Background: an optimization exercise with open tools, aiming at small area and a short achievable clock period. Do not read the settings as production practice.
The RTL was checked by simulation tests, not by an equivalence proof against the original design.

==> inputs of run a <==
// advanced_hybrid_controller_fixed
module advanced_hybrid_controller_fixed (
    input wire clk,
    input wire rst_n,
    input wire start,
    output wire done,
    output reg tile_start,
    input wire tile_done,
    output reg imc_mode,
    output wire simultaneous_rows,
    output wire [63:0] row_mask,
    input wire [15:0] zero_ops_skipped,
    input wire [15:0] total_ops_executed,
    input wire [15:0] imc_energy_savings,
    input wire [7:0] computation_snr,
    output wire dram_cmd_valid,
    output wire [1:0] dram_cmd_type,
    output wire [15:0] dram_cmd_addr,
    output wire [15:0] dram_write_data,
    output wire dram_accumulate_en,
    output wire [3:0] dram_bank_activate,
    output wire dram_simultaneous_access,
    output reg [1:0] precision_mode,
    output wire sparsity_optimize_en,
    output reg adaptive_imc_en,
    output wire [7:0] system_efficiency,
    output reg [15:0] total_energy_saved,
    output reg snr_too_low
);
  ...
==> flow/config.mk <==
export PLATFORM = sky130hd
export DESIGN_NAME = advanced_hybrid_controller_fixed
export DESIGN_NICKNAME = advanced_hybrid_controller_fixed
export VERILOG_FILES = /design/flow/design.v
export SDC_FILE = /design/flow/constraint.sdc
export NUM_CORES = 4
export LEC_CHECK = 0
export ABC_AREA = 1
export CAP_MARGIN = 20
export CORE_MARGIN = 2
export CORE_UTILIZATION = 80
export CTS_BUF_LIST = sky130_fd_sc_hd__clkbuf_8
export SLEW_MARGIN = 75
==> flow/constraint.sdc <==
create_clock -name core_clock -period 130.0 [get_ports {clk}]
set_input_delay 26.0000 -clock core_clock [delete_from_list [all_inputs] [get_ports {clk}]]
set_output_delay 26.0000 -clock core_clock [all_outputs]
set_load 0.01 [all_outputs]
standard.sh (not shown) runs the stock make flow with config.mk's settings and CLKGATE_MAP_FILE= SYNTH_SCRIPT=/design/flow/synth_recipe.tcl, a recipe that flattens the netlist after the stock synthesis.
==> flow/flow/run.sh <==
#!/bin/bash
# The standard layout, with three changes:
#  - the port buffers are made from the smallest plain buffer
#    (sky130_fd_sc_hd__buf_1) instead of the delay cell buffer_ports picks on
#    its own; every input and output port still gets its buffer;
#  - the constant outputs share synthesis's single tie cell of each kind
#    instead of getting one tie cell each;
#  - clock tree synthesis adds no dummy loads (the tree is otherwise the
#    standard one: same clustering, clkbuf_8 buffers from config.mk).
set -euo pipefail
export BUFFER_PORTS_ARGS="-buffer_cell sky130_fd_sc_hd__buf_1"
export SKIP_REPAIR_TIE_FANOUT=1
export CTS_ARGS="-sink_clustering_enable -repair_clock_nets -dont_use_dummy_load -buf_list sky130_fd_sc_hd__clkbuf_8"
bash standard.sh > standard_flow.log 2>&1
==> run b: changes against run a <==
--- a/flow/design.v
+++ b/flow/design.v
@@ -8,15 +8,15 @@
     output reg imc_mode,
     output wire simultaneous_rows,
     output wire [63:0] row_mask,
     input wire [15:0] zero_ops_skipped,
     input wire [15:0] total_ops_executed,
     input wire [15:0] imc_energy_savings,
     input wire [7:0] computation_snr,
-    output wire dram_cmd_valid,
+    output reg dram_cmd_valid,
     output wire [1:0] dram_cmd_type,
     output wire [15:0] dram_cmd_addr,
     output wire [15:0] dram_write_data,
     output wire dram_accumulate_en,
     output wire [3:0] dram_bank_activate,
     output wire dram_simultaneous_access,
     output reg [1:0] precision_mode,
@@ -39,26 +39,25 @@
     reg [2:0] state;
     reg [3:0] cycle_count;
     reg [15:0] total_skipped;
     reg [15:0] total_executed;
     reg [6:0] average_snr;       
     reg start_prev;
     reg rows_hi, rows_lo;
-    reg cmd_type0, acc_en;
+    reg cmd_type0, bank_act, acc_en;
     reg [6:0] eff;
     assign done = (state == S_DONE);
     assign simultaneous_rows = rows_hi;
     assign row_mask = {{32{rows_hi}}, {32{rows_lo}}};
     assign dram_cmd_type = {1'b0, cmd_type0};
     assign dram_cmd_addr = 16'd0;
     assign dram_write_data = 16'd0;
     assign dram_accumulate_en = acc_en;
     assign dram_simultaneous_access = acc_en;
-    assign dram_cmd_valid = ((state == S_ANALYZE) & ~cmd_type0) | (state == S_ADAPT);
-    assign dram_bank_activate = {4{acc_en | state[2] | state[1]}};
+    assign dram_bank_activate = {4{bank_act}};
     assign sparsity_optimize_en = 1'b1;
     wire in_compute = (state == S_COMPUTE);
     wire [15:0] div_a = in_compute ? zero_ops_skipped : total_skipped;
     wire [15:0] div_b = in_compute ? total_ops_executed : total_executed;
     wire div_nz = (|div_a) | (|div_b);
     wire [16:0] div_d;
     wire [23:0] div_rem;
@@ -73,15 +72,15 @@
         p_rem <= div_rem[20:2];
         p_qh <= div_qh;
         p_nz <= div_nz;
     end
     wire [3:0] div_ql;
     hic_div_b u_div_b (.d(p_d), .rem({3'd0, p_rem, 2'b00}), .ql(div_ql));
     wire [6:0] q = {p_qh, div_ql};
-    wire show_new = (state == S_STORE) & p_nz;
+    reg show_new;
     assign system_efficiency = {1'b0, show_new ? q : eff};
     wire ratio_gt60 = p_nz & (q > 7'd60);
     wire ratio_gt30 = p_nz & (q > 7'd30);
     function [15:0] radd16;
         input [15:0] x;
         input [15:0] y;
         integer k;
@@ -125,32 +124,39 @@
     always @(posedge clk or negedge rst_n) begin
         if (!rst_n) begin
             state <= S_IDLE;
             precision_mode <= 2'b10;
             adaptive_imc_en <= 1;
             total_energy_saved <= 0;
             eff <= 0;
+            show_new <= 0;
             snr_too_low <= 0;
             start_prev <= 0;
             tile_start <= 0;
             imc_mode <= 0;
             rows_hi <= 0;
             rows_lo <= 0;
+            dram_cmd_valid <= 0;
             cmd_type0 <= 0;
+            bank_act <= 0;
             acc_en <= 0;
         end else begin
             start_prev <= start;
+            show_new <= in_compute & tile_done & div_nz;
             if (show_new) eff <= q;
             tile_start <= 0;
+            dram_cmd_valid <= 0;
             case (state)
                 S_IDLE: begin
                     if (start) state <= S_LOAD;
                 end
                 S_LOAD: begin
+                    dram_cmd_valid <= 1;
                     cmd_type0 <= 0;
+                    bank_act <= 1;
                     state <= S_ANALYZE;
                 end
                 S_ANALYZE: begin
                     if (adaptive_imc_en) begin
                         if (ratio_gt60 && average_snr > SNR_THRESHOLD_LOW) begin
                             imc_mode <= 1;
                             rows_hi <= 1;
@@ -174,16 +180,18 @@
                             total_energy_saved <= radd16(total_energy_saved, imc_energy_savings);
                             snr_too_low <= (computation_snr < SNR_THRESHOLD_LOW);
                         end
                         state <= S_STORE;
                     end
                 end
                 S_STORE: begin
+                    dram_cmd_valid <= 1;
                     cmd_type0 <= 1;
                     acc_en <= 1;
+                    bank_act <= 1;
                     state <= S_ADAPT;
                 end
                 S_ADAPT: begin
                     if (snr_too_low) begin
                         if (precision_mode != 0)
                             precision_mode <= precision_mode - 1;
                         else
Settings changed: ABC_AREA 1 to 0, SLEW_MARGIN 75 to 20.
==> run c: changes against run a <==
--- a/flow/design.v
+++ b/flow/design.v
@@ -1,22 +1,22 @@
 module advanced_hybrid_controller_fixed (
     input wire clk,
     input wire rst_n,
     input wire start,
-    output wire done,
+    output reg done,
     output reg tile_start,
     input wire tile_done,
     output reg imc_mode,
     output wire simultaneous_rows,
     output wire [63:0] row_mask,
     input wire [15:0] zero_ops_skipped,
     input wire [15:0] total_ops_executed,
     input wire [15:0] imc_energy_savings,
     input wire [7:0] computation_snr,
-    output wire dram_cmd_valid,
+    output reg dram_cmd_valid,
     output wire [1:0] dram_cmd_type,
     output wire [15:0] dram_cmd_addr,
     output wire [15:0] dram_write_data,
     output wire dram_accumulate_en,
     output wire [3:0] dram_bank_activate,
     output wire dram_simultaneous_access,
     output reg [1:0] precision_mode,
@@ -30,35 +30,32 @@
     localparam SNR_THRESHOLD_HIGH = 80;
     localparam [2:0] S_IDLE    = 3'b000,
                      S_LOAD    = 3'b001,
                      S_ANALYZE = 3'b011,
                      S_COMPUTE = 3'b010,
                      S_STORE   = 3'b110,
                      S_ADAPT   = 3'b111,
-                     S_DONE0   = 3'b101,    
-                     S_DONE    = 3'b100;
+                     S_DONE    = 3'b101;
     reg [2:0] state;
     reg [3:0] cycle_count;
     reg [15:0] total_skipped;
     reg [15:0] total_executed;
     reg [6:0] average_snr;       
     reg start_prev;
     reg rows_hi, rows_lo;
-    reg cmd_type0, acc_en;
+    reg cmd_type0, bank_act, acc_en;
     reg [6:0] eff;
-    assign done = (state == S_DONE);
     assign simultaneous_rows = rows_hi;
     assign row_mask = {{32{rows_hi}}, {32{rows_lo}}};
     assign dram_cmd_type = {1'b0, cmd_type0};
     assign dram_cmd_addr = 16'd0;
     assign dram_write_data = 16'd0;
     assign dram_accumulate_en = acc_en;
     assign dram_simultaneous_access = acc_en;
-    assign dram_cmd_valid = ((state == S_ANALYZE) & ~cmd_type0) | (state == S_ADAPT);
-    assign dram_bank_activate = {4{acc_en | state[2] | state[1]}};
+    assign dram_bank_activate = {4{bank_act}};
     assign sparsity_optimize_en = 1'b1;
     wire in_compute = (state == S_COMPUTE);
     wire [15:0] div_a = in_compute ? zero_ops_skipped : total_skipped;
     wire [15:0] div_b = in_compute ? total_ops_executed : total_executed;
     wire div_nz = (|div_a) | (|div_b);
     wire [16:0] div_d;
     wire [23:0] div_rem;
@@ -73,15 +70,15 @@
         p_rem <= div_rem[20:2];
         p_qh <= div_qh;
         p_nz <= div_nz;
     end
     wire [3:0] div_ql;
     hic_div_b u_div_b (.d(p_d), .rem({3'd0, p_rem, 2'b00}), .ql(div_ql));
     wire [6:0] q = {p_qh, div_ql};
-    wire show_new = (state == S_STORE) & p_nz;
+    reg show_new;
     assign system_efficiency = {1'b0, show_new ? q : eff};
     wire ratio_gt60 = p_nz & (q > 7'd60);
     wire ratio_gt30 = p_nz & (q > 7'd30);
     function [15:0] radd16;
         input [15:0] x;
         input [15:0] y;
         integer k;
@@ -121,36 +118,45 @@
             if (imc_mode) average_snr <= snr_sum[7:1];
         end
         if (state == S_ADAPT) cycle_count <= cycle_count + 1;
     end
     always @(posedge clk or negedge rst_n) begin
         if (!rst_n) begin
             state <= S_IDLE;
+            done <= 0;
             precision_mode <= 2'b10;
             adaptive_imc_en <= 1;
             total_energy_saved <= 0;
             eff <= 0;
+            show_new <= 0;
             snr_too_low <= 0;
             start_prev <= 0;
             tile_start <= 0;
             imc_mode <= 0;
             rows_hi <= 0;
             rows_lo <= 0;
+            dram_cmd_valid <= 0;
             cmd_type0 <= 0;
+            bank_act <= 0;
             acc_en <= 0;
         end else begin
             start_prev <= start;
+            show_new <= in_compute & tile_done & div_nz;
             if (show_new) eff <= q;
             tile_start <= 0;
+            dram_cmd_valid <= 0;
+            done <= 0;
             case (state)
                 S_IDLE: begin
                     if (start) state <= S_LOAD;
                 end
                 S_LOAD: begin
+                    dram_cmd_valid <= 1;
                     cmd_type0 <= 0;
+                    bank_act <= 1;
                     state <= S_ANALYZE;
                 end
                 S_ANALYZE: begin
                     if (adaptive_imc_en) begin
                         if (ratio_gt60 && average_snr > SNR_THRESHOLD_LOW) begin
                             imc_mode <= 1;
                             rows_hi <= 1;
@@ -174,31 +180,33 @@
                             total_energy_saved <= radd16(total_energy_saved, imc_energy_savings);
                             snr_too_low <= (computation_snr < SNR_THRESHOLD_LOW);
                         end
                         state <= S_STORE;
                     end
                 end
                 S_STORE: begin
+                    dram_cmd_valid <= 1;
                     cmd_type0 <= 1;
                     acc_en <= 1;
+                    bank_act <= 1;
                     state <= S_ADAPT;
                 end
                 S_ADAPT: begin
                     if (snr_too_low) begin
                         if (precision_mode != 0)
                             precision_mode <= precision_mode - 1;
                         else
                             adaptive_imc_en <= 0;
                     end
-                    if (cycle_count > 10) state <= S_DONE0;
+                    if (cycle_count > 10) state <= S_DONE;
                     else state <= S_ANALYZE;
                 end
-                S_DONE0, S_DONE: begin
+                S_DONE: begin
                     if (!start && start_prev) state <= S_IDLE;
-                    else state <= S_DONE;
+                    else done <= 1;
                 end
                 default: state <= S_IDLE;
             endcase
         end
     end
 endmodule
 module hic_div_a (input wire [15:0] a, input wire [15:0] b,
==> flow/flow/run.sh (replaced) <==
#!/bin/bash
# The standard layout, with the port buffers made from the smallest plain
# buffer (sky130_fd_sc_hd__buf_1) instead of the delay cell buffer_ports
# picks on its own. Every input and output port still gets its buffer.
set -euo pipefail
export BUFFER_PORTS_ARGS="-buffer_cell sky130_fd_sc_hd__buf_1"
bash standard.sh > standard_flow.log 2>&1
Settings changed: SLEW_MARGIN 75 to 20.
==> run notes <==
metric	run c	run a	run b
Status	finished clean	finished clean	finished clean
Area share of fa/ha/maj cells after synthesis	0.297	0.301	0.294
Worst Hold Endpoint	adaptive_imc_en	total_energy_saved[15]	adaptive_imc_en
Period Utilization, post-route	0.275	0.262	0.280
Delay contributed by the slowest stage of the critical path	630 ps	610 ps	430 ps
Die outline area	18400 sq um	18200 sq um	18600 sq um
R2R setup slack	119430 ps	120160 ps	118900 ps
Global-route met3 utilization	0.0404	0.0443	0.0459
Post-synthesis xor/xnor area fraction	0.0504	0.0529	0.0563
Drt wl/cell	14.9 um	15.6 um	17.3 um
Number of multi-input logic gates	1213	1185	1082
Core ar.	17100 sq um	16700 sq um	17200 sq um
Post-Syn Instances	1738	1729	1499
Standard-cell rows	48	47	48
Worst-case reg-to-reg path depth	53	56	37

-- re-timing with driven ports --
How much do the figures lean on ideal ports? The routed layouts below were timed once more, with nothing changed but the port constraints. Step 1 sets driving cells, clkbuf_16 on the clock port and buf_2 on the other inputs (assumed; they add their load-dependent delay and slew). Step 2, shift: input delay + t, output delay - t, t = (earliest + latest rising clock arrival at the registers) / 2. This alone moves slack from input paths to output paths. a / b / c = ideal / step 1 / step 2; a / b = the first two.
| run | t (ns) | slack for setup (ns) | hold WS [ns] | latest minus earliest clock arrival (ns) |
|---|---|---|---|---|
| run a | 0.478 | 95.886 / 95.900 / 95.429 | 0.474 / 0.474 / 0.474 | 0.044 / 0.045 |
| run b | 0.483 | 93.562 / 93.517 / 94.000 | 0.471 / 0.471 / 0.471 | 0.037 / 0.037 |
| run c | 0.486 | 94.210 / 94.164 / 94.407 | 0.455 / 0.455 / 0.455 | 0.023 / 0.023 |
After both steps every run listed still meets setup and hold. The setup slack of run a, which loses most, moves by +0.014 ns with the drivers and by -0.457 ns with both steps.
